What follows belongs to an exercise in optimizing a design on an open flow for small area; a production flow would make more cautious choices.
The RTL was checked by simulation tests, not by an equivalence proof against the original design.
Power and IR drop assume default switching activity. The clock port is modelled as an ideal driver; clocking choices that lean on that would not hold on a real chip.

==> flow/design.v <==
module Hough(
	input wire			nReset,
	input wire			Clk,
	input wire 	[7:0]	PixelIn,
	input wire			FrameIn,
	input wire			LineIn,
	output reg	[7:0]	PixelOut,
	output reg			FrameOut,
	output reg			LineOut
);
	localparam N = 105;
	reg [6*N-1:0] line;
	always @(posedge Clk)
		line <= {line[6*N-7:0], PixelIn[7:2]};
	reg [5:0] Wm1;
	reg [7:0] Hm1;
	reg       Hdone;
	wire Hcount = LineIn && !FrameIn && !Hdone;
	always @(posedge Clk or negedge nReset) begin
		if (!nReset) begin
			Hm1   <= 8'd0;
			Hdone <= 1'b0;
		end else begin
			Hm1 <= Hm1 + {7'd0, Hcount};
			if (FrameIn && Hm1 != 8'd0) Hdone <= 1'b1;
		end
	end
	wire [4:0] a = Wm1[5:1];
	wire       b = Wm1[0];
	wire [24:1] sel;
	wire [5:0]  M1, M2;
	genvar g, k;
	generate
		for (g = 1; g <= 24; g = g + 1) begin : dec
			assign sel[g] = (a == g);
		end
		for (k = 0; k < 6; k = k + 1) begin : tap
			wire [24:1] d1, d2;
			for (g = 1; g <= 24; g = g + 1) begin : pos
				assign d1[g] = line[6*(100-2*g) + k];
				assign d2[g] = line[6*(98-4*g) + k];
			end
			Select24 s1 (.d(d1), .s(sel), .y(M1[k]));
			Select24 s2 (.d(d2), .s(sel), .y(M2[k]));
		end
	endgenerate
	reg  [5:0] Q1, P1, P2, Q2a, Q2b, S1, S2;
	wire [5:0] X1 = b ? M1 : Q1;	 
	wire [5:0] X2 = b ? M2 : Q2b;	 
	always @(posedge Clk) begin
		Q1  <= M1;
		P1  <= X1;
		P2  <= P1;	 
		Q2a <= M2;
		Q2b <= Q2a;
		S1  <= X2;	 
		S2  <= S1;	 
	end
	wire [5:0] p0 = line[6*104 +: 6];	 
	wire [5:0] p2 = line[6*102 +: 6];	 
	wire [5:0] dv;
	reg  [5:0] ve;
	reg  [4:0] vd;
	always @(posedge Clk) begin
		ve <= dv;
		vd <= ve[5:1];
	end
	wire [7:0] sum;
	EdgeSum es (.p0(p0), .p2(p2), .X1(X1), .P2(P2), .X2(X2), .S2(S2),
		.ve(ve), .vd(vd), .dv(dv), .sum(sum));
	reg       run;
	reg [5:0] co;
	reg [7:0] ro;
	reg       Lc;		 
	reg       Lr;		 
	reg       q;
	wire [5:0] co1 = co + 6'd1;
	wire [7:0] ro1 = ro + 8'd1;
	wire       E = (co1 == Wm1);	 
	wire       F = (ro1 == Hm1);	 
	wire start = !run && (ro == 8'd104);
	wire roinc = !run || Lc;
	wire roclr = run ? (Lc && Lr) : start;
	always @(posedge Clk or negedge nReset) begin
		if (!nReset) begin
			run <= 1'b0;
			ro  <= 8'd0;
		end else begin
			if (start) run <= 1'b1;
			ro <= roclr ? 8'd0 : ro + {7'd0, roinc};
		end
	end
	always @(posedge Clk) begin
		if (!run) begin
			co <= (LineIn || start) ? 6'd0 : co1;
			if (LineIn) Wm1 <= co;
			Lc <= 1'b0;
			Lr <= 1'b0;
		end else begin
			co <= Lc ? 6'd0 : co1;
			Lc <= !Lc && E;
			if (Lc) Lr <= !Lr && F;
		end
	end
	wire mask = Lc | E | Lr | F;
	always @(posedge Clk) begin
		q        <= (ro == {2'b0, co1});
		FrameOut <= (co == 6'd0) && (ro == 8'd0);
		LineOut  <= (co == 6'd0);
		PixelOut <= q ? 8'hFF : (mask ? 8'h00 : sum);
	end
endmodule
module Select24(
	input wire [24:1] d,
	input wire [24:1] s,
	output wire y
);
	wire [7:0] n;
	genvar g;
	generate
		for (g = 0; g < 8; g = g + 1) begin : grp
			AOI222 u (.d(d[3*g+3:3*g+1]), .s(s[3*g+3:3*g+1]), .y(n[g]));
		end
	endgenerate
	Nand8 o (.a(n), .y(y));
endmodule
module AOI222(input wire [2:0] d, input wire [2:0] s, output wire y);
	assign y = ~((d[0] & s[0]) | (d[1] & s[1]) | (d[2] & s[2]));
endmodule
module Nand8(input wire [7:0] a, output wire y);
	assign y = ~&a;
endmodule
module EdgeSum(
	input wire [5:0] p0, p2,	 
	input wire [5:0] X1, P2,	 
	input wire [5:0] X2, S2,	 
	input wire [5:0] ve,		 
	input wire [4:0] vd,		 
	output wire [5:0] dv,		 
	output wire [7:0] sum
);
	wire x0, s1, c2, x3, s4, c5, x6, s7, c8, x9, s10, c11, x12, s13, c14, x15, s16, c17, x18, x19, x20, x21, x22, x23, x24, s25, c26, x27, s28, c29, x30, s31, c32, x33, s34, c35, x36, s37, c38, x39, s40, c41, x42, x43, x44, x45, x46, x47, x48, s49, c50, x51, s52, c53, x54, s55, c56, x57, s58, c59, x60, s61, c62, x63, s64, c65, x66, x67, x68, x69, x70, x71, x72, s73, c74, x75, s76, c77, x78, s79, c80, x81, s82, c83, x84, s85, c86, x87, s88, c89, x90, x91, x92, x93, x94, x95, x96, s97, c98, s99, c100, s101, c102, s103, c104, s105, c106, x107, s108, c109, s110, c111, s112, c113, s114, c115, s116, c117, s118, c119, s120, c121, s122, c123, s124, c125, s126, c127, s128, c129, s130, c131, s132, c133, s134, c135, s136, c137, s138, c139, s140, c141, s142, c143, s144, c145, s146, c147, s148, c149, s150, c151, s152, c153, s154, c155, s156, c157, s158, c159, s160, c161, s162, c163, s164, c165;
	assign x0 = ~p2[0];
	HA ha1 (.a(p0[0]), .b(x0), .s(s1), .co(c2));
	assign x3 = ~p2[1];
	FA fa1 (.a(p0[1]), .b(x3), .c(c2), .s(s4), .co(c5));
	assign x6 = ~p2[2];
	FA fa2 (.a(p0[2]), .b(x6), .c(c5), .s(s7), .co(c8));
	assign x9 = ~p2[3];
	FA fa3 (.a(p0[3]), .b(x9), .c(c8), .s(s10), .co(c11));
	assign x12 = ~p2[4];
	FA fa4 (.a(p0[4]), .b(x12), .c(c11), .s(s13), .co(c14));
	assign x15 = ~p2[5];
	FA fa5 (.a(p0[5]), .b(x15), .c(c14), .s(s16), .co(c17));
	assign x18 = ~(s4 ^ c17);
	assign x19 = ~(s7 ^ c17);
	assign x20 = ~(s10 ^ c17);
	assign x21 = ~(s13 ^ c17);
	assign x22 = ~(s16 ^ c17);
	assign x23 = c17 & s1;
	assign x24 = ~X1[0];
	HA ha2 (.a(P2[0]), .b(x24), .s(s25), .co(c26));
	assign x27 = ~X1[1];
	FA fa6 (.a(P2[1]), .b(x27), .c(c26), .s(s28), .co(c29));
	assign x30 = ~X1[2];
	FA fa7 (.a(P2[2]), .b(x30), .c(c29), .s(s31), .co(c32));
	assign x33 = ~X1[3];
	FA fa8 (.a(P2[3]), .b(x33), .c(c32), .s(s34), .co(c35));
	assign x36 = ~X1[4];
	FA fa9 (.a(P2[4]), .b(x36), .c(c35), .s(s37), .co(c38));
	assign x39 = ~X1[5];
	FA fa10 (.a(P2[5]), .b(x39), .c(c38), .s(s40), .co(c41));
	assign x42 = ~(s25 ^ c41);
	assign x43 = ~(s28 ^ c41);
	assign x44 = ~(s31 ^ c41);
	assign x45 = ~(s34 ^ c41);
	assign x46 = ~(s37 ^ c41);
	assign x47 = ~(s40 ^ c41);
	assign x48 = ~X2[0];
	HA ha3 (.a(S2[0]), .b(x48), .s(s49), .co(c50));
	assign x51 = ~X2[1];
	FA fa11 (.a(S2[1]), .b(x51), .c(c50), .s(s52), .co(c53));
	assign x54 = ~X2[2];
	FA fa12 (.a(S2[2]), .b(x54), .c(c53), .s(s55), .co(c56));
	assign x57 = ~X2[3];
	FA fa13 (.a(S2[3]), .b(x57), .c(c56), .s(s58), .co(c59));
	assign x60 = ~X2[4];
	FA fa14 (.a(S2[4]), .b(x60), .c(c59), .s(s61), .co(c62));
	assign x63 = ~X2[5];
	FA fa15 (.a(S2[5]), .b(x63), .c(c62), .s(s64), .co(c65));
	assign x66 = ~(s52 ^ c65);
	assign x67 = ~(s55 ^ c65);
	assign x68 = ~(s58 ^ c65);
	assign x69 = ~(s61 ^ c65);
	assign x70 = ~(s64 ^ c65);
	assign x71 = c65 & s49;
	assign x72 = ~X2[0];
	HA ha4 (.a(p2[0]), .b(x72), .s(s73), .co(c74));
	assign x75 = ~X2[1];
	FA fa16 (.a(p2[1]), .b(x75), .c(c74), .s(s76), .co(c77));
	assign x78 = ~X2[2];
	FA fa17 (.a(p2[2]), .b(x78), .c(c77), .s(s79), .co(c80));
	assign x81 = ~X2[3];
	FA fa18 (.a(p2[3]), .b(x81), .c(c80), .s(s82), .co(c83));
	assign x84 = ~X2[4];
	FA fa19 (.a(p2[4]), .b(x84), .c(c83), .s(s85), .co(c86));
	assign x87 = ~X2[5];
	FA fa20 (.a(p2[5]), .b(x87), .c(c86), .s(s88), .co(c89));
	assign x90 = ~(s73 ^ c89);
	assign x91 = ~(s76 ^ c89);
	assign x92 = ~(s79 ^ c89);
	assign x93 = ~(s82 ^ c89);
	assign x94 = ~(s85 ^ c89);
	assign x95 = ~(s88 ^ c89);
	assign x96 = c89 & x90;
	HA ha5 (.a(c89), .b(x90), .s(s97), .co(c98));
	HA ha6 (.a(x91), .b(c98), .s(s99), .co(c100));
	HA ha7 (.a(x92), .b(c100), .s(s101), .co(c102));
	HA ha8 (.a(x93), .b(c102), .s(s103), .co(c104));
	HA ha9 (.a(x94), .b(c104), .s(s105), .co(c106));
	assign x107 = x95 ^ c106;
	FA fa21 (.a(vd[0]), .b(ve[0]), .c(x23), .s(s108), .co(c109));
	FA fa22 (.a(x18), .b(s108), .c(c41), .s(s110), .co(c111));
	FA fa23 (.a(x71), .b(x42), .c(x66), .s(s112), .co(c113));
	FA fa24 (.a(x91), .b(x96), .c(s110), .s(s114), .co(c115));
	HA ha10 (.a(s112), .b(s114), .s(s116), .co(c117));
	FA fa25 (.a(vd[1]), .b(ve[1]), .c(x19), .s(s118), .co(c119));
	FA fa26 (.a(c109), .b(s118), .c(x43), .s(s120), .co(c121));
	FA fa27 (.a(x67), .b(x92), .c(c111), .s(s122), .co(c123));
	FA fa28 (.a(c113), .b(s120), .c(c115), .s(s124), .co(c125));
	FA fa29 (.a(s122), .b(c117), .c(s124), .s(s126), .co(c127));
	FA fa30 (.a(vd[2]), .b(ve[2]), .c(x20), .s(s128), .co(c129));
	FA fa31 (.a(c119), .b(s128), .c(x44), .s(s130), .co(c131));
	FA fa32 (.a(x68), .b(x93), .c(c121), .s(s132), .co(c133));
	FA fa33 (.a(s130), .b(c123), .c(s132), .s(s134), .co(c135));
	FA fa34 (.a(c125), .b(s134), .c(c127), .s(s136), .co(c137));
	FA fa35 (.a(vd[3]), .b(ve[3]), .c(x21), .s(s138), .co(c139));
	FA fa36 (.a(c129), .b(s138), .c(x45), .s(s140), .co(c141));
	FA fa37 (.a(x69), .b(x94), .c(c131), .s(s142), .co(c143));
	FA fa38 (.a(s140), .b(c133), .c(s142), .s(s144), .co(c145));
	FA fa39 (.a(c135), .b(s144), .c(c137), .s(s146), .co(c147));
	FA fa40 (.a(vd[4]), .b(ve[4]), .c(x22), .s(s148), .co(c149));
	FA fa41 (.a(c139), .b(s148), .c(x46), .s(s150), .co(c151));
	FA fa42 (.a(x70), .b(x95), .c(c141), .s(s152), .co(c153));
	FA fa43 (.a(s150), .b(c143), .c(s152), .s(s154), .co(c155));
	FA fa44 (.a(c145), .b(s154), .c(c147), .s(s156), .co(c157));
	FA fa45 (.a(ve[5]), .b(c149), .c(x47), .s(s158), .co(c159));
	FA fa46 (.a(c151), .b(s158), .c(c153), .s(s160), .co(c161));
	FA fa47 (.a(c155), .b(s160), .c(c157), .s(s162), .co(c163));
	FA fa48 (.a(c159), .b(c161), .c(c163), .s(s164), .co(c165));
	assign dv = {x107, s105, s103, s101, s99, s97};
	assign sum = {c165, s164, s162, s156, s146, s136, s126, s116};
endmodule
module FA(input wire a, input wire b, input wire c, output wire s, output wire co);
	assign s = a ^ b ^ c;
	assign co = (a & b) | (a & c) | (b & c);
endmodule
module HA(input wire a, input wire b, output wire s, output wire co);
	assign s = a ^ b;
	assign co = a & b;
endmodule
==> flow/flow/run.sh <==
#!/bin/bash
# Own layout flow: the standard flow (standard.sh) with a clock tree
# built without dummy loads, small port buffers, and timing-driven
# placement that does not keep its trial buffering.

set -euo pipefail
export CTS_ARGS="-sink_clustering_enable -repair_clock_nets -dont_use_dummy_load -sink_clustering_size 36 -sink_clustering_max_diameter 100 -buf_list sky130_fd_sc_hd__clkbuf_16"
export GPL_KEEP_OVERFLOW=0
export BUFFER_PORTS_ARGS="-buffer_cell sky130_fd_sc_hd__buf_1"
bash standard.sh > standard.log 2>&1
==> flow/standard.sh <==
#!/bin/bash
# synth_recipe.tcl (not shown) runs the flow's synth.tcl, then flattens the netlist and writes it again
# the make line also repeats each setting of config.mk as NAME=value (left out here)
make -C /OpenROAD-flow-scripts/flow DESIGN_CONFIG=/design/flow/config.mk WORK_HOME=/design/flow/orfs CLKGATE_MAP_FILE= SYNTH_SCRIPT=/design/flow/synth_recipe.tcl "${@:-finish}"
==> flow/config.mk <==
export PLATFORM = sky130hd
export DESIGN_NAME = Hough
export DESIGN_NICKNAME = Hough
export VERILOG_FILES = /design/flow/design.v
export SDC_FILE = /design/flow/constraint.sdc
export NUM_CORES = 8
export LEC_CHECK = 0
export CAP_MARGIN = 20
export CORE_MARGIN = 2
export CORE_UTILIZATION = 45
export CTS_BUF_LIST = sky130_fd_sc_hd__clkbuf_16
export CTS_CLUSTER_DIAMETER = 100
export CTS_CLUSTER_SIZE = 30
export SLEW_MARGIN = 20
export SYNTH_HIERARCHICAL = 1
==> flow/constraint.sdc <==
create_clock -name core_clock -period 10.0 [get_ports {Clk}]
set_input_delay 2.0000 -clock core_clock [delete_from_list [all_inputs] [get_ports {Clk}]]
set_output_delay 2.0000 -clock core_clock [all_outputs]
set_load 0.01 [all_outputs]
==> results of run 1 <==
[registers in the layout, summed over array words and instances (netlist names), 5 cells and up]
| name | cells |
|---|---|
| line | 630 |
| Hm1 | 8 |
| PixelOut | 8 |
| ro | 8 |
| P1 | 6 |
| P2 | 6 |
| Q1 | 6 |
| Q2a | 6 |
| Q2b | 6 |
| S1 | 6 |
| S2 | 6 |
| Wm1 | 6 |
| co | 6 |
| ve | 6 |
| vd | 5 |
[worst register-to-register path, stage by stage, from the launching register on]
cell and delay, ns:
edfxtp_1 0.53, or3b_2 0.58, nor2_1 0.95, a222oi_1 0.26, nand4_1 0.20, or2_1 0.16
mux2_2 0.17, inv_1 0.04, ha_1 0.18, fa_1 0.39, fa_1 0.40, fa_1 0.40
fa_1 0.41, fa_1 0.60, fa_1 0.52, fa_1 0.39, fa_1 0.46, fa_1 0.41
fa_1 0.40, fa_1 0.40, fa_1 0.39, fa_1 0.40, fa_1 0.49, nand2_1 0.05
o21bai_1 0.15
[Yosys stat by module, one instance, submodules excluded, a selection]
module,cells,flops+latches,times used
Hough,931,726,1
HA,1,0,10
FA,1,0,48
Nand8,3,0,12
AOI222,1,0,96
EdgeSum,62,0,1
[stage by stage]
step | worst slack [ns] | std cells | cell area (µm²) | hold slack [ns] | utilization
after floorplan | 1.939 | 1183 | 18830 | 0.3096 | -
after global placement | 0.6875 | 1705 | 19370 | 0.3097 | 0.4711
after detailed placement | 0.6828 | 1706 | 19400 | 0.3121 | 0.4718
after CTS | 0.5737 | 1730 | 20000 | 0.2844 | 0.4864
after global routing | 0.2329 | 1731 | 20020 | 0.3070 | 0.4869
final | 0.6041 | 1731 | 20020 | 0.2893 | 0.4869
[metal layers]
layer	track usage	wire length, µm	share of wire	vias to the layer above
met2	0.2199	13100	0.44	155
met3	0.01728	1251	0.042	45
li1	-	-	-	4132
met1	0.2040	14700	0.49	4192
met5	0	0	0	-
met4	0.03300	680	0.023	0
[cells in the final DEF (no fill, tap or decap), types with 18 or more instances in the layout]
cell and n:
ha_1 19, dfrtp_1 18, clkbuf_16 24, a222oi_1 96, buf_1 18, inv_1 25
fa_1 48, nand4_1 26, nor2_1 29, dfxtp_1 702, xnor2_1 41
[area by class of cell]
type | count | area share
multi-input combinational | 403 | 0.1941
timing repair buffer | 21 | 0.004375
sequential | 726 | 0.7335
inverter | 25 | 0.004688
clock buffer | 24 | 0.03000
tap | 532 | 0.03325
[cells by family after synthesis]
group	share of synthesized area
multiplexers	0.007175
flip-flops	0.7797
XOR/XNOR	0.03023
AO/OA/AOI/OAI	0.06112
adder cells (fa/ha/maj)	0.06365
buffers and inverters	0.01581
AND/OR/NAND/NOR	0.04232
[how the worst min path moves through the flow]
stage | end | slack [ns] | depth (start not counted)
2_1_floorplan | P2[0]$_DFF_P_ | 0.31 | 0
3_3_place_gp | line[519]$_DFF_P_ | 0.31 | 0
3_5_place_dp | Q2b[2]$_DFF_P_ | 0.31 | 0
4_1_cts | line[198]$_DFF_P_ | 0.28 | 0
5_1_grt | line[198]$_DFF_P_ | 0.31 | 0
6_report | line[198]$_DFF_P_ | 0.29 | 0
[report_power, final]
part | total (W) | leakage [nW] | switching (W) | internal (W)
Combinational | 0.000268 | 1.47 | 0.000146 | 0.000122
Clock | 0.00120 | 0.296 | 0.000760 | 0.000437
Sequential | 0.00304 | 6.07 | 0.0000396 | 0.00300
Total | 0.00450 | 7.83 | 0.000946 | 0.00356
==> results.tsv, run 1 <==
metric	value	unit
status	no timing/DRC/antenna violations	
max incr delay on CP	0.95	ns
Setup-failing EPs final	0	
Pre-antenna DRT Iters	6	
maximum clock frequency	106.4	MHz
Routed Antenna Nets	0	
grt total ovfl	0	
number of cells on the critical path	24	
Die X	208.6	µm
EDFF count, synth	6	
area share of the largest cell type after synthesis	0.7462	
io pins	22	
post-synth top area cell	dfxtp_1	
WP buf/inv	1	
chip height	208.6	µm
Layout area overhead	6.291	%
hold path start	line[192]$_DFF_P_	
I/O Buffers	19	
pwr dens	225.0	nW/µm²
Final Max Tran Viols	0	
register-to-register setup slack	0.60	ns
setup TNS	0	ns
CP endpoint kind	flip-flop	
vias in the first global route	8469	
final hold violation count	0	
Site Rows	74	
crit path kind	flip-flop to flip-flop	
routed len/inst	17.17	µm
Hold Crit Class	flip-flop to flip-flop	
Pleak	7.835	nW
GP Congestion	0.7993	
clk buf depth	3	
Core Area	41110	µm²
Arr. time, crit path	9.85	ns
clock sinks	726	
Post-Syn Area	18830	µm²
crit-path cells	or3b_2 > nor2_1 > a222oi_1 > nand4_1 > or2_1 > mux2_2 > inv_1 > ha_1 > fa_1 > fa_1 > fa_1 > fa_1 > fa_1 > fa_1 > fa_1 > fa_1 > fa_1 > fa_1 > fa_1 > fa_1 > fa_1 > fa_1 > nand2_1 > o21bai_1	
RR Startpoint	Wm1[3]$_DFFE_PP_	
Max Cap Viol	0	
first-pass GRT wire length	47530	µm
CP Max Fanout	12	
skew final	0.09604	ns
H-tree levels	1	
Final Cycle Share	0.9396	
share of cells above drive strength 1	0.05505	
CTS tree	built	
Tot Pwr	0.004505	W
TritonCTS buffer count	24	
Cells after Synth	1183	
drt drc	0	
RSZ-0062 raised after global routing	false	
most frequent CP cell	fa_1	
Fillers	3571	
post-synthesis register bit count	726	
register area share after synthesis	0.7797	
crit start category	flip-flop	
commonest cells in the netlist	702 x dfxtp_1, 96 x a222oi_1, 48 x fa_1	
crit path launch	Wm1[3]$_DFFE_PP_	
Reg area	14680	µm²
dpl hpwl	19850	µm
largest cells by area after synthesis	dfxtp_1 75%, a222oi_1 5.1%, fa_1 5.1%	
Worst Max-Slew Pin Slew	1.239	ns
gr usage total	0.1388	
Worst Setup EP	PixelOut[6]$_SDFF_PP1_	
initial antenna violation count	0	
FFs w/ async S/R, synth	0.02479	
Unique masters post-synth	53	
reg2reg end	PixelOut[6]$_SDFF_PP1_	
Critical Path RT	10.46	ns
clk root buf	clkbuf_16	
Slew HR	0.1709	
Worst-path clk slew	0.12	ns
Antenna Cells	0	
YS warnings	7	
Synth Net Count	1262	
setup bufs post-CTS	0	
die area	43500	µm²
Worst VDD drop	0.1644	mV
pin count of the biggest net entering global routing	37	
Syn Area/Cell	15.92	µm²
Hold-fix buffers, CTS	0	
worst r2r path cells	24	
Critical-path top delay cell	nor2_1	
clock latency (worst-skew pair)	0.60	ns
CP top delay family	adder cells	
Initial Util	0.4581	
most used flip-flop cell after synthesis	dfxtp_1	
most common cell in the synthesized netlist	dfxtp_1	
vias per inst	4.924	
Vias	8524	
WL final	29730	µm
multi-input logic area	3886	µm²
starting DRC count in detailed routing	760	
Resized cells post-CTS	0	
# nets final	1280	
crit path time final	9.396	ns
==> inputs of run 2 (changes only) <==
--- a/flow/config.mk
+++ b/flow/config.mk
@@ -10,5 +10,2 @@
 export CORE_UTILIZATION = 45
-export CTS_BUF_LIST = sky130_fd_sc_hd__clkbuf_16
-export CTS_CLUSTER_DIAMETER = 100
-export CTS_CLUSTER_SIZE = 30
 export SLEW_MARGIN = 20
==> results.tsv, run 2 <==
metric	value	unit
status	no timing/DRC/antenna violations	
crit path kind	flip-flop to flip-flop	
max reg flops	630	
Pleak	7.835	nW
post-synth top area cell	dfxtp_1	
crit start category	flip-flop	
reg2reg end	PixelOut[6]$_SDFF_PP1_	
gr usage total	0.1388	
Worst-path clk slew	0.12	ns
worst slack, placed	0.6828	ns
RSZ-0062 raised after global routing	false	
clk buf depth	3	
hold path start	line[192]$_DFF_P_	
Worst Max-Slew Pin Slew	1.239	ns
FFs w/ async S/R, synth	0.02479	
most used flip-flop cell after synthesis	dfxtp_1	
fin cells	1731	
setup bufs post-CTS	0	
EDFF count, synth	6	
first-pass GRT wire length	47530	µm
Critical Path RT	10.46	ns
Final Max Tran Viols	0	
Resized cells post-CTS	0	
H-tree levels	1	
YS warnings	7	
Max Cap Viol	0	
commonest cells in the netlist	702 x dfxtp_1, 96 x a222oi_1, 48 x fa_1	
final hold violation count	0	
CTS tree	built	
die area	43500	µm²
Final Instance Area	20020	µm²
Layout area overhead	6.291	%
Slew HR	0.1709	
Vias	8524	
pwr dens	225.0	nW/µm²
TritonCTS buffer count	24	
Cells after Synth	1183	
max incr delay on CP	0.95	ns
most frequent CP cell	fa_1	
Pre-antenna DRT Iters	6	
# nets final	1280	
Hold Path Depth	0	
WL final	29730	µm
CP Max Fanout	12	
Arr. time, crit path	9.85	ns
Post-Syn Area	18830	µm²
Setup-failing EPs final	0	
share of cells above drive strength 1	0.05505	
clk root buf	clkbuf_16	
io pins	22	
CP endpoint kind	flip-flop	
Hold EP	line[198]$_DFF_P_	
Hold-fix buffers, CTS	0	
commonest non-fill, non-tap cell in the layout	dfxtp_1	
area share of the largest cell type after synthesis	0.7462	
RR Startpoint	Wm1[3]$_DFFE_PP_	
Initial Util	0.4581	
clock latency (worst-skew pair)	0.60	ns
Final WS setup	0.6041	ns
Fillers	3571	
vias per inst	4.924	
worst r2r path cells	24	
Die X	208.6	µm
crit-path cells	or3b_2 > nor2_1 > a222oi_1 > nand4_1 > or2_1 > mux2_2 > inv_1 > ha_1 > fa_1 > fa_1 > fa_1 > fa_1 > fa_1 > fa_1 > fa_1 > fa_1 > fa_1 > fa_1 > fa_1 > fa_1 > fa_1 > fa_1 > nand2_1 > o21bai_1	
CP top delay family	adder cells	
Synth Net Count	1262	
drt drc	0	
Worst VDD drop	0.1644	mV
skew final	0.09604	ns
Antenna Cells	0	
clock sinks	726	
vias in the first global route	8469	
cell count after placement	1706	
Top reg by flops	line	
placed cell areas	19400	µm²
Critical-path top delay cell	nor2_1	
post-synthesis register bit count	726	
starting DRC count in detailed routing	760	
largest cells by area after synthesis	dfxtp_1 75%, a222oi_1 5.1%, fa_1 5.1%	
most common cell in the synthesized netlist	dfxtp_1	
register-to-register setup slack	0.60	ns
dpl hpwl	19850	µm
crit path time final	9.396	ns
Syn Area/Cell	15.92	µm²
I/O Buffers	19	
setup TNS	0	ns
commonest cells after routing, fill and taps aside	702 x dfxtp_1, 96 x a222oi_1, 48 x fa_1	
Core Area	41110	µm²
Final Cycle Share	0.9396	
register area share after synthesis	0.7797	
Site Rows	74	
pin count of the biggest net entering global routing	37	
Unique masters post-synth	53	
initial antenna violation count	0	
chip height	208.6	µm
Routed Antenna Nets	0	
maximum clock frequency	106.4	MHz
routed len/inst	17.17	µm
Hold Crit Class	flip-flop to flip-flop	
grt total ovfl	0	
WP buf/inv	1	
GP Congestion	0.7993	
## run 2: cell counts in the layout (fill, tap and decap cells not counted)
No cell type changed its count.
## run 2: worst max-delay path by stage
stage	start	slack, ns	endpoint	depth (start not counted)
floorplan	Wm1[4]$_DFFE_PP_	1.94	PixelOut[6]$_SDFF_PP1_	27
global placement	Wm1[3]$_DFFE_PP_	0.69	PixelOut[6]$_SDFF_PP1_	24
detailed placement	Wm1[4]$_DFFE_PP_	0.68	PixelOut[6]$_SDFF_PP1_	24
CTS	Wm1[4]$_DFFE_PP_	0.57	PixelOut[6]$_SDFF_PP1_	24
global route	Wm1[4]$_DFFE_PP_	0.23	PixelOut[6]$_SDFF_PP1_	24
finish	Wm1[3]$_DFFE_PP_	0.60	PixelOut[6]$_SDFF_PP1_	24
## run 2: cell families after synthesis
kind of cell | count (synthesis) | synth area share
simple gates | 148 | 0.04232
flops | 726 | 0.7797
fa+ha+maj | 67 | 0.06365
xor+xnor | 59 | 0.03023
mux | 12 | 0.007175
compound gates | 117 | 0.06112
buf+inv | 54 | 0.01581
## run 2: through the flow
step	hold WS, ns	total power (W)	util
final	0.2893	0.004505	0.4869
after global placement	0.3097	0.003369	0.4711
after global routing	0.3070	0.004714	0.4869
after floorplan	0.3096	0.003373	-
after detailed placement	0.3121	0.003384	0.4718
after CTS	0.2844	0.004570	0.4864
## run 2: per-module statistics from Yosys, one instance, submodules excluded, a selection
module,area [µm²],copies in the design
AOI222,10.01,96
Nand8,18.77,12
EdgeSum,434.2,1
HA,12.51,10
Hough,16130,1
FA,20.02,48
## run 2: layout make-up
| cell class | count | area, µm² | area share |
|---|---|---|---|
| clock buffer | 24 | 600.6 | 0.03000 |
| inverter | 25 | 93.84 | 0.004688 |
| multi-input combinational | 403 | 3886 | 0.1941 |
| sequential | 726 | 14680 | 0.7335 |
| tap | 532 | 665.6 | 0.03325 |
| timing repair buffer | 21 | 87.58 | 0.004375 |
## run 2: power by group
group	total, W	switching, W	leakage, nW	internal (W)
combinational	0.000268	0.000146	1.47	0.000122
clock	0.00120	0.000760	0.296	0.000437
sequential	0.00304	0.0000396	6.07	0.00300
total	0.00450	0.000946	7.83	0.00356
## run 2: metal layers
metal | wire, µm | up-vias | track usage
li1 | - | 4132 | -
met1 | 14700 | 4192 | 0.2040
met2 | 13100 | 155 | 0.2199
met3 | 1251 | 45 | 0.01728
met4 | 680 | 0 | 0.03300
met5 | 0 | - | 0
==> inputs of run 3 (changes only) <==
--- a/flow/design.v
+++ b/flow/design.v
@@ -76,4 +76,17 @@
 	reg       q;
-	wire [5:0] co1 = co + 6'd1;
-	wire [7:0] ro1 = ro + 8'd1;
+	wire [6:0] cc;
+	wire [8:0] rc;
+	assign cc[0] = 1'b1;
+	assign rc[0] = 1'b1;
+	genvar i;
+	generate
+		for (i = 0; i < 6; i = i + 1) begin : cch
+			assign cc[i+1] = cc[i] & co[i];
+		end
+		for (i = 0; i < 8; i = i + 1) begin : rch
+			assign rc[i+1] = rc[i] & ro[i];
+		end
+	endgenerate
+	wire [5:0] co1 = co ^ cc[5:0];
+	wire [7:0] ro1 = ro ^ rc[7:0];
 	wire       E = (co1 == Wm1);	 
@@ -89,16 +102,11 @@
 			if (start) run <= 1'b1;
-			ro <= roclr ? 8'd0 : ro + {7'd0, roinc};
-		end
-	end
-	always @(posedge Clk) begin
-		if (!run) begin
-			co <= (LineIn || start) ? 6'd0 : co1;
-			if (LineIn) Wm1 <= co;
-			Lc <= 1'b0;
-			Lr <= 1'b0;
-		end else begin
-			co <= Lc ? 6'd0 : co1;
-			Lc <= !Lc && E;
-			if (Lc) Lr <= !Lr && F;
-		end
+			ro <= {8{!roclr}} & (ro ^ ({8{roinc}} & rc[7:0]));
+		end
+	end
+	wire coclr = run ? Lc : (LineIn || start);
+	always @(posedge Clk) begin
+		co <= {6{!coclr}} & co1;
+		if (!run && LineIn) Wm1 <= co;
+		Lc <= run && !Lc && E;
+		Lr <= run && (Lc ? (!Lr && F) : Lr);
 	end
--- a/flow/flow/run.sh
+++ b/flow/flow/run.sh
@@ -6,3 +6,3 @@
 set -euo pipefail
-export CTS_ARGS="-sink_clustering_enable -repair_clock_nets -dont_use_dummy_load -sink_clustering_size 36 -sink_clustering_max_diameter 100 -buf_list sky130_fd_sc_hd__clkbuf_16"
+export CTS_ARGS="-sink_clustering_enable -repair_clock_nets -dont_use_dummy_load -sink_clustering_size 34 -sink_clustering_max_diameter 70 -buf_list sky130_fd_sc_hd__clkbuf_16"
 export GPL_KEEP_OVERFLOW=0
==> results.tsv, run 3 <==
metric	value	unit
status	no timing/DRC/antenna violations	
Syn Area/Cell	16.05	µm²
register area share after synthesis	0.7873	
Final WS setup	0.7093	ns
Arr. time, crit path	9.75	ns
drt drc	0	
worst r2r path cells	24	
Core Area	40830	µm²
CTS tree	built	
fin cells	1725	
Routed Antenna Nets	0	
Top reg by flops	line	
most common cell in the synthesized netlist	dfxtp_1	
dpl hpwl	19660	µm
Cells after Synth	1162	
Slew HR	0.2017	
CP Max Fanout	12	
TritonCTS buffer count	31	
initial antenna violation count	1	
Final Instance Area	20080	µm²
starting DRC count in detailed routing	815	
clock sinks	726	
Vias	8368	
Pleak	7.952	nW
cell count after placement	1693	
chip height	207.6	µm
Fillers	3463	
sequential fraction of design power	0.652	
Post-Syn Area	18650	µm²
Max Cap Viol	0	
YS warnings	7	
io pins	22	
most used flip-flop cell after synthesis	dfxtp_1	
switching power total	0.0009818	W
final hold violation count	0	
Synth Net Count	1248	
Clk pwr share	0.289	
sw frac	0.2108	
Worst Max-Slew Pin Slew	1.193	ns
Worst VDD drop	0.1896	mV
met1 Resource Use GR	0.1977	
Final Max Tran Viols	0	
commonest cells after routing, fill and taps aside	702 x dfxtp_1, 96 x a222oi_1, 48 x fa_1	
largest cells by area after synthesis	dfxtp_1 75%, a222oi_1 5.2%, fa_1 5.2%	
EDFF count, synth	6	
met3 Track Usage GR	0.02073	
Layout area overhead	7.634	%
Final Cycle Share	0.9291	
post-synth top area cell	dfxtp_1	
pwr dens	232.0	nW/µm²
commonest non-fill, non-tap cell in the layout	dfxtp_1	
clk root buf	clkbuf_16	
CP endpoint kind	flip-flop	
pin count of the biggest net entering global routing	35	
Antenna Cells	0	
grt total ovfl	0	
Hold Crit Class	flip-flop to flip-flop	
Hold Path Depth	0	
RSZ-0062 raised after global routing	false	
Pre-antenna DRT Iters	7	
placed cell areas	19290	µm²
setup bufs post-CTS	0	
share of cells above drive strength 1	0.05616	
Initial Util	0.4568	
Setup-failing EPs final	0	
setup TNS	0	ns
clock latency (worst-skew pair)	0.62	ns
gr usage total	0.1364	
Unique masters post-synth	41	
Resized cells post-CTS	0	
crit path kind	flip-flop to flip-flop	
skew final	0.08984	ns
FFs w/ async S/R, synth	0.02479	
crit path time final	9.291	ns
crit start category	flip-flop	
# nets final	1281	
Internal	0.003676	W
H-tree levels	1	
worst slack, placed	0.6732	ns
maximum clock frequency	107.6	MHz
vias per inst	4.851	
commonest cells in the netlist	702 x dfxtp_1, 96 x a222oi_1, 48 x fa_1	
vias in the first global route	8242	
Site Rows	74	
Most Used Layer, Global Route	met2	
routed len/inst	17.10	µm
Combinational Power Share	0.059	
Die X	207.6	µm
I/O Buffers	19	
die area	43090	µm²
clk buf depth	3	
max reg flops	630	
WL final	29500	µm
Hold-fix buffers, CTS	0	
first-pass GRT wire length	46370	µm
area share of the largest cell type after synthesis	0.7535	
GR Layer Usage met2	0.2169	
Worst-path clk slew	0.10	ns
post-synthesis register bit count	726	
Critical Path RT	10.46	ns
GP Congestion	0.8176	
-- run 3: kinds of logic (layout without fill, tap and decap cells) --
logic type | Yosys count | after routing | share of synthesized area
flip-flops | 726 | 726 | 0.7873
AND/OR/NAND/NOR | 136 | 136 | 0.03918
AO/OA/AOI/OAI | 108 | 108 | 0.05615
adder cells (fa/ha/maj) | 74 | 74 | 0.06896
XOR/XNOR | 57 | 57 | 0.02791
buffers and inverters | 49 | 80 | 0.01328
multiplexers | 12 | 12 | 0.007245
-- run 3: per-stage QoR --
stage          hold slack, ns  utilization  total power (W)
6_report               0.2841       0.4917         0.004658
5_1_grt                0.2859       0.4917         0.004859
4_1_cts                0.2875       0.4914         0.004720
3_5_place_dp           0.3121       0.4724         0.003390
3_3_place_gp           0.3096       0.4713         0.003379
2_1_floorplan          0.3096            -         0.003371
-- run 3: layout make-up --
type / count / area (µm²) / share of cell area
sequential: 726 / 14680 / 0.7314
multi-input combinational: 387 / 3757 / 0.1872
clock buffer: 31 / 775.7 / 0.03864
tap: 532 / 665.6 / 0.03316
inverter: 28 / 105.1 / 0.005235
timing repair buffer: 21 / 87.58 / 0.004363
-- run 3: path summary, 6_finish.rpt --
path                                   from                     end  slack, ns
min reg2reg                   P1[3]$_DFF_P_           P2[3]$_DFF_P_       0.28
max reg2reg                Wm1[4]$_DFFE_PP_  PixelOut[6]$_SDFF_PP1_       0.71
max in group asynchronous            nReset         ro[7]$_DFF_PN0_       8.31
min in group asynchronous            nReset        Hm1[4]$_DFF_PN0_       1.38
min                           P1[3]$_DFF_P_           P2[3]$_DFF_P_       0.28
max                        Wm1[4]$_DFFE_PP_  PixelOut[6]$_SDFF_PP1_       0.71
-- run 3: critical path, cell delays in order (launching register included) --
cell and delay (ns):
edfxtp_1 0.51, or3b_2 0.55, nor2_1 0.88, a222oi_1 0.26, nand4_1 0.17, or2_1 0.14, mux2_2 0.16, inv_1 0.04
ha_1 0.18, fa_1 0.38, fa_1 0.41, fa_1 0.41, fa_1 0.40, fa_1 0.60, fa_1 0.53, fa_1 0.40
fa_1 0.46, fa_1 0.39, fa_1 0.39, fa_1 0.40, fa_1 0.39, fa_1 0.39, fa_1 0.48, nand2_1 0.05
o31ai_1 0.20
-- run 3: power by group through the flow --
stage / registers (W) / clock network, W / logic (W)
finish: 0.00304 / 0.00135 / 0.000273
floorplan: 0.00310 / 0 / 0.000271
detailed placement: 0.00311 / 0 / 0.000284
CTS: 0.00304 / 0.00139 / 0.000286
global route: 0.00305 / 0.00149 / 0.000319
global placement: 0.00310 / 0 / 0.000276
-- run 3: routing by layer --
layer	wire length [µm]	vias up
li1	-	4088
met1	14350	4074
met2	13230	169
met3	1370	37
met4	558	0
met5	0	-
-- run 3: modules after synthesis (local to each module, per instance), a selection --
module | area, µm² | flip-flops and latches | times used
Nand8 | 18.77 | 0 | 12
Hough | 15950 | 726 | 1
EdgeSum | 434.2 | 0 | 1
FA | 20.02 | 0 | 48
AOI222 | 10.01 | 0 | 96
HA | 12.51 | 0 | 10
==> inputs of run 4 (changes only) <==
--- a/flow/flow/run.sh
+++ b/flow/flow/run.sh
@@ -6,3 +6,3 @@
 set -euo pipefail
-export CTS_ARGS="-sink_clustering_enable -repair_clock_nets -dont_use_dummy_load -sink_clustering_size 34 -sink_clustering_max_diameter 70 -buf_list sky130_fd_sc_hd__clkbuf_16"
+export CTS_ARGS="-sink_clustering_enable -repair_clock_nets -dont_use_dummy_load -sink_clustering_size 32 -sink_clustering_max_diameter 100 -buf_list sky130_fd_sc_hd__clkbuf_16"
 export GPL_KEEP_OVERFLOW=0
==> results.tsv, run 4 <==
metric	value	unit
status	no timing/DRC/antenna violations	
Final Instance Area	19950	µm²
Top reg by flops	line	
gr usage total	0.1358	
Pre-antenna DRT Iters	5	
Vias	8391	
skew final	0.08899	ns
Resized cells post-CTS	0	
grt total ovfl	0	
register area share after synthesis	0.7873	
CP Max Fanout	12	
# nets final	1276	
routed len/inst	17.14	µm
crit start category	flip-flop	
Worst Max-Slew Pin Slew	1.203	ns
area share of the largest cell type after synthesis	0.7535	
GP Congestion	0.8176	
Final WS setup	0.7148	ns
initial antenna violation count	1	
Core Area	40830	µm²
die area	43090	µm²
pwr dens	228.2	nW/µm²
TritonCTS buffer count	26	
Worst-path clk slew	0.11	ns
setup TNS	0	ns
Routed Antenna Nets	0	
vias in the first global route	8195	
Unique masters post-synth	41	
Hold-fix buffers, CTS	0	
EDFF count, synth	6	
Synth Net Count	1248	
chip height	207.6	µm
Layout area overhead	6.963	%
clk root buf	clkbuf_16	
placed cell areas	19290	µm²
WL final	29480	µm
clk buf depth	3	
Arr. time, crit path	9.75	ns
commonest cells after routing, fill and taps aside	702 x dfxtp_1, 96 x a222oi_1, 48 x fa_1	
drt drc	0	
RSZ-0062 raised after global routing	false	
setup bufs post-CTS	0	
crit path kind	flip-flop to flip-flop	
crit path time final	9.285	ns
Post-Syn Area	18650	µm²
Syn Area/Cell	16.05	µm²
Worst VDD drop	0.1984	mV
WHS	0.2759	ns
dpl hpwl	19660	µm
post-synth top area cell	dfxtp_1	
Fillers	3480	
clock latency (worst-skew pair)	0.60	ns
post-synthesis register bit count	726	
CP endpoint kind	flip-flop	
Initial Util	0.4568	
pin count of the biggest net entering global routing	33	
most common cell in the synthesized netlist	dfxtp_1	
share of cells above drive strength 1	0.05219	
YS warnings	7	
Antenna Cells	0	
Critical Path RT	10.46	ns
Slew HR	0.1949	
Setup-failing EPs final	0	
worst slack, placed	0.6732	ns
Final Max Tran Viols	0	
max reg flops	630	
I/O Buffers	19	
FFs w/ async S/R, synth	0.02479	
commonest non-fill, non-tap cell in the layout	dfxtp_1	
Site Rows	74	
Hold Crit Class	flip-flop to flip-flop	
final hold violation count	0	
most used flip-flop cell after synthesis	dfxtp_1	
CTS tree	built	
final core occ	0.4886	
H-tree levels	1	
io pins	22	
maximum clock frequency	107.7	MHz
vias per inst	4.878	
Cells after Synth	1162	
Max Cap Viol	0	
Die X	207.6	µm
starting DRC count in detailed routing	776	
commonest cells in the netlist	702 x dfxtp_1, 96 x a222oi_1, 48 x fa_1	
first-pass GRT wire length	46380	µm
Pleak	7.891	nW
largest cells by area after synthesis	dfxtp_1 75%, a222oi_1 5.2%, fa_1 5.2%	
clock sinks	726	
Final Cycle Share	0.9285	
run 4: logic make-up after synthesis:
| logic type | count (synthesis) | synth area share |
|---|---|---|
| buffers and inverters | 49 | 0.01328 |
| AOI/OAI and AO/OA | 108 | 0.05615 |
| and+or+nand+nor | 136 | 0.03918 |
| adders and majority gates | 74 | 0.06896 |
| muxes | 12 | 0.007245 |
| xor gates and xnor gates | 57 | 0.02791 |
| DFF | 726 | 0.7873 |
run 4: area by class of cell:
| type | instances | area, µm² | share of cell area |
|---|---|---|---|
| Sequential cell | 726 | 14680 | 0.7360 |
| Timing Repair Buffer | 21 | 87.58 | 0.004390 |
| Inverter | 28 | 105.1 | 0.005268 |
| Tap cell | 532 | 665.6 | 0.03336 |
| Multi-Input combinational cell | 387 | 3757 | 0.1883 |
| Clock buffer | 26 | 650.6 | 0.03261 |
run 4: per-stage QoR:
step / cells / total power [W]
5_1_grt: 1720 / 0.004763
3_3_place_gp: 1692 / 0.003379
4_1_cts: 1719 / 0.004616
2_1_floorplan: 1162 / 0.003371
6_report: 1720 / 0.004552
3_5_place_dp: 1693 / 0.003390
run 4: where the power goes:
group	leakage [nW]	switching (W)	total, W	internal, W
Sequential	6.07	0.0000387	0.00304	0.00300
Combinational	1.50	0.000150	0.000274	0.000123
Clock	0.320	0.000771	0.00124	0.000470
Total	7.89	0.000960	0.00455	0.00359
run 4: path summary, 6_finish.rpt:
path                              startpoint                     end  slack, ns  depth (start not counted)
max                         Wm1[4]$_DFFE_PP_  PixelOut[6]$_SDFF_PP1_       0.71                         24
min                        line[391]$_DFF_P_       line[397]$_DFF_P_       0.28                          0
max reg2reg                 Wm1[4]$_DFFE_PP_  PixelOut[6]$_SDFF_PP1_       0.71                         24
min reg2reg                line[391]$_DFF_P_       line[397]$_DFF_P_       0.28                          0
max in group asynchronous             nReset         ro[3]$_DFF_PN0_       8.30                          1
min in group asynchronous             nReset        Hm1[4]$_DFF_PN0_       1.38                          1
run 4: layer usage:
| layer | global-route usage | wire length (µm) | up-vias |
|---|---|---|---|
| li1 | - | - | 4059 |
| met1 | 0.1998 | 14360 | 4141 |
| met2 | 0.2169 | 13310 | 163 |
| met3 | 0.01725 | 1319 | 28 |
| met4 | 0.02709 | 487 | 0 |
| met5 | 0 | 0 | - |
run 4: critical path, stage by stage (launching register included):
cell and delay, ns:
edfxtp_1 0.52, or3b_2 0.55, nor2_1 0.88, a222oi_1 0.26
nand4_1 0.17, or2_1 0.14, mux2_2 0.16, inv_1 0.04
ha_1 0.18, fa_1 0.38, fa_1 0.41, fa_1 0.41
fa_1 0.40, fa_1 0.59, fa_1 0.53, fa_1 0.40
fa_1 0.46, fa_1 0.39, fa_1 0.39, fa_1 0.40
fa_1 0.39, fa_1 0.39, fa_1 0.48, nand2_1 0.05
o31ai_1 0.20
run 4: per-module statistics from Yosys (local to each module, per instance), a selection:
module	flops+latches	times used	area, µm²	cells
AOI222	0	96	10.01	1
Hough	726	1	15950	910
HA	0	10	12.51	1
FA	0	48	20.02	1
Nand8	0	12	18.77	3
EdgeSum	0	1	434.2	62
==> inputs of run 5 (changes only) <==
--- a/flow/design.v
+++ b/flow/design.v
@@ -17,3 +17,2 @@
 	reg       Hdone;
-	wire Hcount = LineIn && !FrameIn && !Hdone;
 	always @(posedge Clk or negedge nReset) begin
@@ -22,6 +21,6 @@
 			Hdone <= 1'b0;
-		end else begin
-			Hm1 <= Hm1 + {7'd0, Hcount};
-			if (FrameIn && Hm1 != 8'd0) Hdone <= 1'b1;
-		end
+		end else if (FrameIn) begin
+			if (Hm1 != 8'd0) Hdone <= 1'b1;
+		end else if (LineIn && !Hdone)
+			Hm1 <= Hm1 + 8'd1;
 	end
@@ -76,17 +75,4 @@
 	reg       q;
-	wire [6:0] cc;
-	wire [8:0] rc;
-	assign cc[0] = 1'b1;
-	assign rc[0] = 1'b1;
-	genvar i;
-	generate
-		for (i = 0; i < 6; i = i + 1) begin : cch
-			assign cc[i+1] = cc[i] & co[i];
-		end
-		for (i = 0; i < 8; i = i + 1) begin : rch
-			assign rc[i+1] = rc[i] & ro[i];
-		end
-	endgenerate
-	wire [5:0] co1 = co ^ cc[5:0];
-	wire [7:0] ro1 = ro ^ rc[7:0];
+	wire [5:0] co1 = co + 6'd1;
+	wire [7:0] ro1 = ro + 8'd1;
 	wire       E = (co1 == Wm1);	 
@@ -94,4 +80,2 @@
 	wire start = !run && (ro == 8'd104);
-	wire roinc = !run || Lc;
-	wire roclr = run ? (Lc && Lr) : start;
 	always @(posedge Clk or negedge nReset) begin
@@ -100,13 +84,19 @@
 			ro  <= 8'd0;
+		end else if (!run) begin
+			run <= start;
+			ro  <= start ? 8'd0 : ro1;
+		end else if (Lc)
+			ro  <= Lr ? 8'd0 : ro1;
+	end
+	always @(posedge Clk) begin
+		if (!run) begin
+			co <= (LineIn || start) ? 6'd0 : co1;
+			if (LineIn) Wm1 <= co;
+			Lc <= 1'b0;
+			Lr <= 1'b0;
 		end else begin
-			if (start) run <= 1'b1;
-			ro <= {8{!roclr}} & (ro ^ ({8{roinc}} & rc[7:0]));
-		end
-	end
-	wire coclr = run ? Lc : (LineIn || start);
-	always @(posedge Clk) begin
-		co <= {6{!coclr}} & co1;
-		if (!run && LineIn) Wm1 <= co;
-		Lc <= run && !Lc && E;
-		Lr <= run && (Lc ? (!Lr && F) : Lr);
+			co <= Lc ? 6'd0 : co1;
+			Lc <= !Lc && E;
+			if (Lc) Lr <= !Lr && F;
+		end
 	end
==> flow/flow/run.sh (replaced) <==
#!/bin/bash
# Own layout flow: the standard flow (standard.sh) with a clock tree
# built without dummy loads, small port buffers, and timing-driven
# placement that does not keep its trial buffering, and gates off the
# critical paths down-sized after global routing (flow/post_grt.tcl).

set -euo pipefail
export CTS_ARGS="-sink_clustering_enable -repair_clock_nets -dont_use_dummy_load -sink_clustering_size 30 -sink_clustering_max_diameter 100 -buf_list sky130_fd_sc_hd__clkbuf_16"
export GPL_KEEP_OVERFLOW=0
export BUFFER_PORTS_ARGS="-buffer_cell sky130_fd_sc_hd__buf_1"
export POST_GLOBAL_ROUTE_TCL="$PWD/flow/post_grt.tcl"
bash standard.sh > standard.log 2>&1
==> flow/flow/post_grt.tcl (new file) <==
# After global routing: down-size gates that are off the critical paths,
# then repair slew and capacitance again and route the changed nets.
global_route -start_incremental
repair_timing -recover_power 100 -verbose
repair_design -slew_margin 20 -cap_margin 20 -verbose
detailed_placement
global_route -end_incremental
estimate_parasitics -global_routing
report_worst_slack
report_check_types -max_slew -max_capacitance -violators
--- a/flow/config.mk
+++ b/flow/config.mk
@@ -9,3 +9,6 @@
 export CORE_MARGIN = 2
-export CORE_UTILIZATION = 45
+export CORE_UTILIZATION = 30
+export CTS_BUF_LIST = sky130_fd_sc_hd__clkbuf_16
+export CTS_CLUSTER_DIAMETER = 100
+export CTS_CLUSTER_SIZE = 30
 export SLEW_MARGIN = 20
==> results.tsv, run 5 <==
metric	value	unit
YS warnings	7	
cell count after placement	2021	
Site Rows	91	
grt total ovfl	0	
CTS tree	built	
EDFF count, synth	6	
Cells after Synth	1193	
first-pass GRT wire length	49910	µm
clk root buf	clkbuf_16	
Core Area	61940	µm²
Final Cycle Share	0.9200	
Resized cells post-CTS	0	
Final WS setup	0.8005	ns
Internal	0.003622	W
Pleak	7.870	nW
fin cells	2051	
reg2reg end	PixelOut[6]$_SDFF_PP1_	
worst slack, placed	0.8478	ns
Critical Path RT	10.49	ns
crit path time final	9.200	ns
Final Max Tran Viols	0	
worst r2r path cells	24	
Vias	8681	
pwr dens	223.9	nW/µm²
TritonCTS buffer count	28	
Synth Net Count	1270	
status	no timing/DRC/antenna violations	
switching power total	0.0009753	W
clk buf depth	3	
Layout area overhead	8.908	%
Antenna Cells	0	
chip height	254.7	µm
max reg flops	630	
final hold violation count	0	
Tot Pwr	0.004597	W
Unique masters post-synth	49	
Combinational Power Share	0.059	
maximum clock frequency	108.7	MHz
dpl hpwl	20920	µm
Final Instance Area	20530	µm²
# nets final	1293	
Max Cap Viol	0	
io pins	22	
Hold Path Depth	0	
sequential fraction of design power	0.660	
CP Max Fanout	12	
crit start category	flip-flop	
most common cell in the synthesized netlist	dfxtp_1	
post-synth top area cell	dfxtp_1	
Worst-path clk slew	0.11	ns
initial antenna violation count	0	
routed len/inst	15.52	µm
Hold Crit Class	flip-flop to flip-flop	
Routed Antenna Nets	0	
drt drc	0	
die area	64860	µm²
register-to-register setup slack	0.80	ns
Worst VDD drop	0.1373	mV
Syn Area/Cell	15.80	µm²
pin count of the biggest net entering global routing	31	
Hold-fix buffers, CTS	0	
I/O Buffers	19	
clock latency (worst-skew pair)	0.59	ns
commonest cells after routing, fill and taps aside	702 x dfxtp_1, 96 x a222oi_1, 48 x xnor2_1, 48 x fa_1, 28 x clkbuf_16	
Initial Util	0.3043	
hold path start	line[620]$_DFF_P_	
FFs w/ async S/R, synth	0.02479	
most used flip-flop cell after synthesis	dfxtp_1	
post-synthesis register bit count	726	
vias in the first global route	8693	
commonest non-fill, non-tap cell in the layout	dfxtp_1	
setup TNS	0	ns
largest cells by area after synthesis	dfxtp_1 75%, a222oi_1 5.1%, fa_1 5.1%	
Die X	254.7	µm
RR Startpoint	Wm1[3]$_DFFE_PP_	
Clk pwr share	0.281	
Slew HR	0.3606	
register area share after synthesis	0.7790	
Post-Syn Area	18850	µm²
Arr. time, crit path	9.69	ns
Worst Max-Slew Pin Slew	0.9556	ns
GP Congestion	0.7708	
sw frac	0.2121	
CP endpoint kind	flip-flop	
commonest cells in the netlist	702 x dfxtp_1, 96 x a222oi_1, 48 x fa_1, 48 x xnor2_1, 37 x nor2_1	
H-tree levels	1	
area share of the largest cell type after synthesis	0.7455	
vias per inst	4.233	
placed cell areas	19830	µm²
gr usage total	0.09804	
Hold EP	line[626]$_DFF_P_	
WL final	31840	µm
Top reg by flops	line	
crit path kind	flip-flop to flip-flop	
Pre-antenna DRT Iters	9	
skew final	0.03639	ns
starting DRC count in detailed routing	751	
share of cells above drive strength 1	0.05272	
setup bufs post-CTS	0	
clock sinks	726	
Setup-failing EPs final	0	
-- run 5: cell types whose count changed in the layout (fill, tap and decap cells not counted), moves of 4 or more --
cell     change
mux2_2      -11
nor2_2       +5
or2_1       -11
or2_0       +11
mux2_1      +11
xnor2_1      +7
nor2_1       -6
o21ai_0      +7
nand3_1      +4
a21oi_1      +6
xor2_1       -5
ha_1         -9
-- run 5: worst max path at each step --
stage / depth (start not counted) / startpoint / slack [ns] / endpoint
after floorplan: 27 / Wm1[4]$_DFFE_PP_ / 1.88 / PixelOut[6]$_SDFF_PP1_
after global placement: 24 / Wm1[3]$_DFFE_PP_ / 0.50 / PixelOut[6]$_SDFF_PP1_
after detailed placement: 24 / Wm1[3]$_DFFE_PP_ / 0.85 / PixelOut[6]$_SDFF_PP1_
after CTS: 24 / Wm1[3]$_DFFE_PP_ / 0.81 / PixelOut[6]$_SDFF_PP1_
final: 24 / Wm1[3]$_DFFE_PP_ / 0.80 / PixelOut[6]$_SDFF_PP1_
-- run 5: metal layers --
metal | vias up | wire, µm | track usage
li1 | 4164 | - | -
met1 | 4290 | 15650 | 0.1430
met2 | 193 | 13930 | 0.1527
met3 | 34 | 1775 | 0.01674
met4 | 0 | 477 | 0.02022
met5 | - | 0 | 0
-- run 5: Yosys stat by module (local to each module, per instance), excerpt --
| module | cells | cell area, µm² | times used |
|---|---|---|---|
| Hough | 941 | 16140 | 1 |
| Nand8 | 3 | 18.77 | 12 |
| HA | 1 | 12.51 | 10 |
| FA | 1 | 20.02 | 48 |
| AOI222 | 1 | 10.01 | 96 |
| EdgeSum | 62 | 434.2 | 1 |
-- run 5: power by group through the flow --
| stage | Combinational [W] | Sequential [W] | Clock, W |
|---|---|---|---|
| 3_3_place_gp | 0.000272 | 0.00310 | 0 |
| 2_1_floorplan | 0.000272 | 0.00310 | 0 |
| 4_1_cts | 0.000278 | 0.00304 | 0.00134 |
| 6_report | 0.000271 | 0.00303 | 0.00129 |
| 3_5_place_dp | 0.000277 | 0.00310 | 0 |
-- run 5: logic make-up after synthesis --
| group | count (synthesis) | share of synthesized area |
|---|---|---|
| AO/OA/AOI/OAI | 126 | 0.06306 |
| XOR/XNOR | 59 | 0.02887 |
| adder cells (fa/ha/maj) | 65 | 0.06226 |
| buffers and inverters | 56 | 0.01613 |
| flip-flops | 726 | 0.7790 |
| multiplexers | 13 | 0.007699 |
| AND/OR/NAND/NOR | 148 | 0.04301 |
-- run 5: stage by stage --
step                hold WS (ns)    util
CTS                       0.3080  0.3314
floorplan                 0.3096       -
finish                    0.3012  0.3314
detailed placement        0.3121  0.3201
global placement          0.3097  0.3191
-- run 5: worst max-delay path: stages (launching register included) --
cell      delay, ns
edfxtp_1       0.53
or3b_2         0.59
nor2_2         0.68
a222oi_1       0.32
nand4_1        0.20
or2_0          0.17
mux2_1         0.16
inv_1          0.05
ha_1           0.18
fa_1           0.38
fa_1           0.39
fa_1           0.40
fa_1           0.40
fa_1           0.58
fa_1           0.51
fa_1           0.39
fa_1           0.45
fa_1           0.39
fa_1           0.39
fa_1           0.39
fa_1           0.39
fa_1           0.39
fa_1           0.50
nand2_1        0.05
o31ai_1        0.21
-- run 5: area by class of cell --
type,count,area (µm²)
well taps,837,1047
multi-input cells,411,3900
inverters,27,101.3
clock buffers,28,700.7
repair buffers,22,96.34
fillers,6076,41410
flip-flops and latches,726,14680

[what the ideal ports hide]
No port has a modelled driver above. Below, the same layouts with a new extraction and two added sets of constraints. Step 1: set_driving_cell puts a clkbuf_16 on Clk and a buf_2 on each other input, an assumption about the parent block. Step 2 times the ports against the registers' clock, not the clock port: input delays grow and output delays shrink by t, the midpoint of the rising clock arrivals with the driver on. Slacks: ideal / step 1 / step 2; pairs: ideal / step 1.
run	shift t [ns]	setup WS [ns]	slew at the worst register clock pin (ns)	cell pins on the clock port's net
run 1	0.603	0.604 / 0.604 / 0.604	0.12 / 0.12	1
run 2	0.603	0.604 / 0.604 / 0.604	0.12 / 0.12	1
run 3	0.625	0.709 / 0.709 / 0.709	0.12 / 0.12	1
run 4	0.609	0.715 / 0.715 / 0.715	0.12 / 0.12	1
run 5	0.621	0.800 / 0.800 / 0.800	0.11 / 0.11	1
After both steps setup and hold are still met in every run listed.
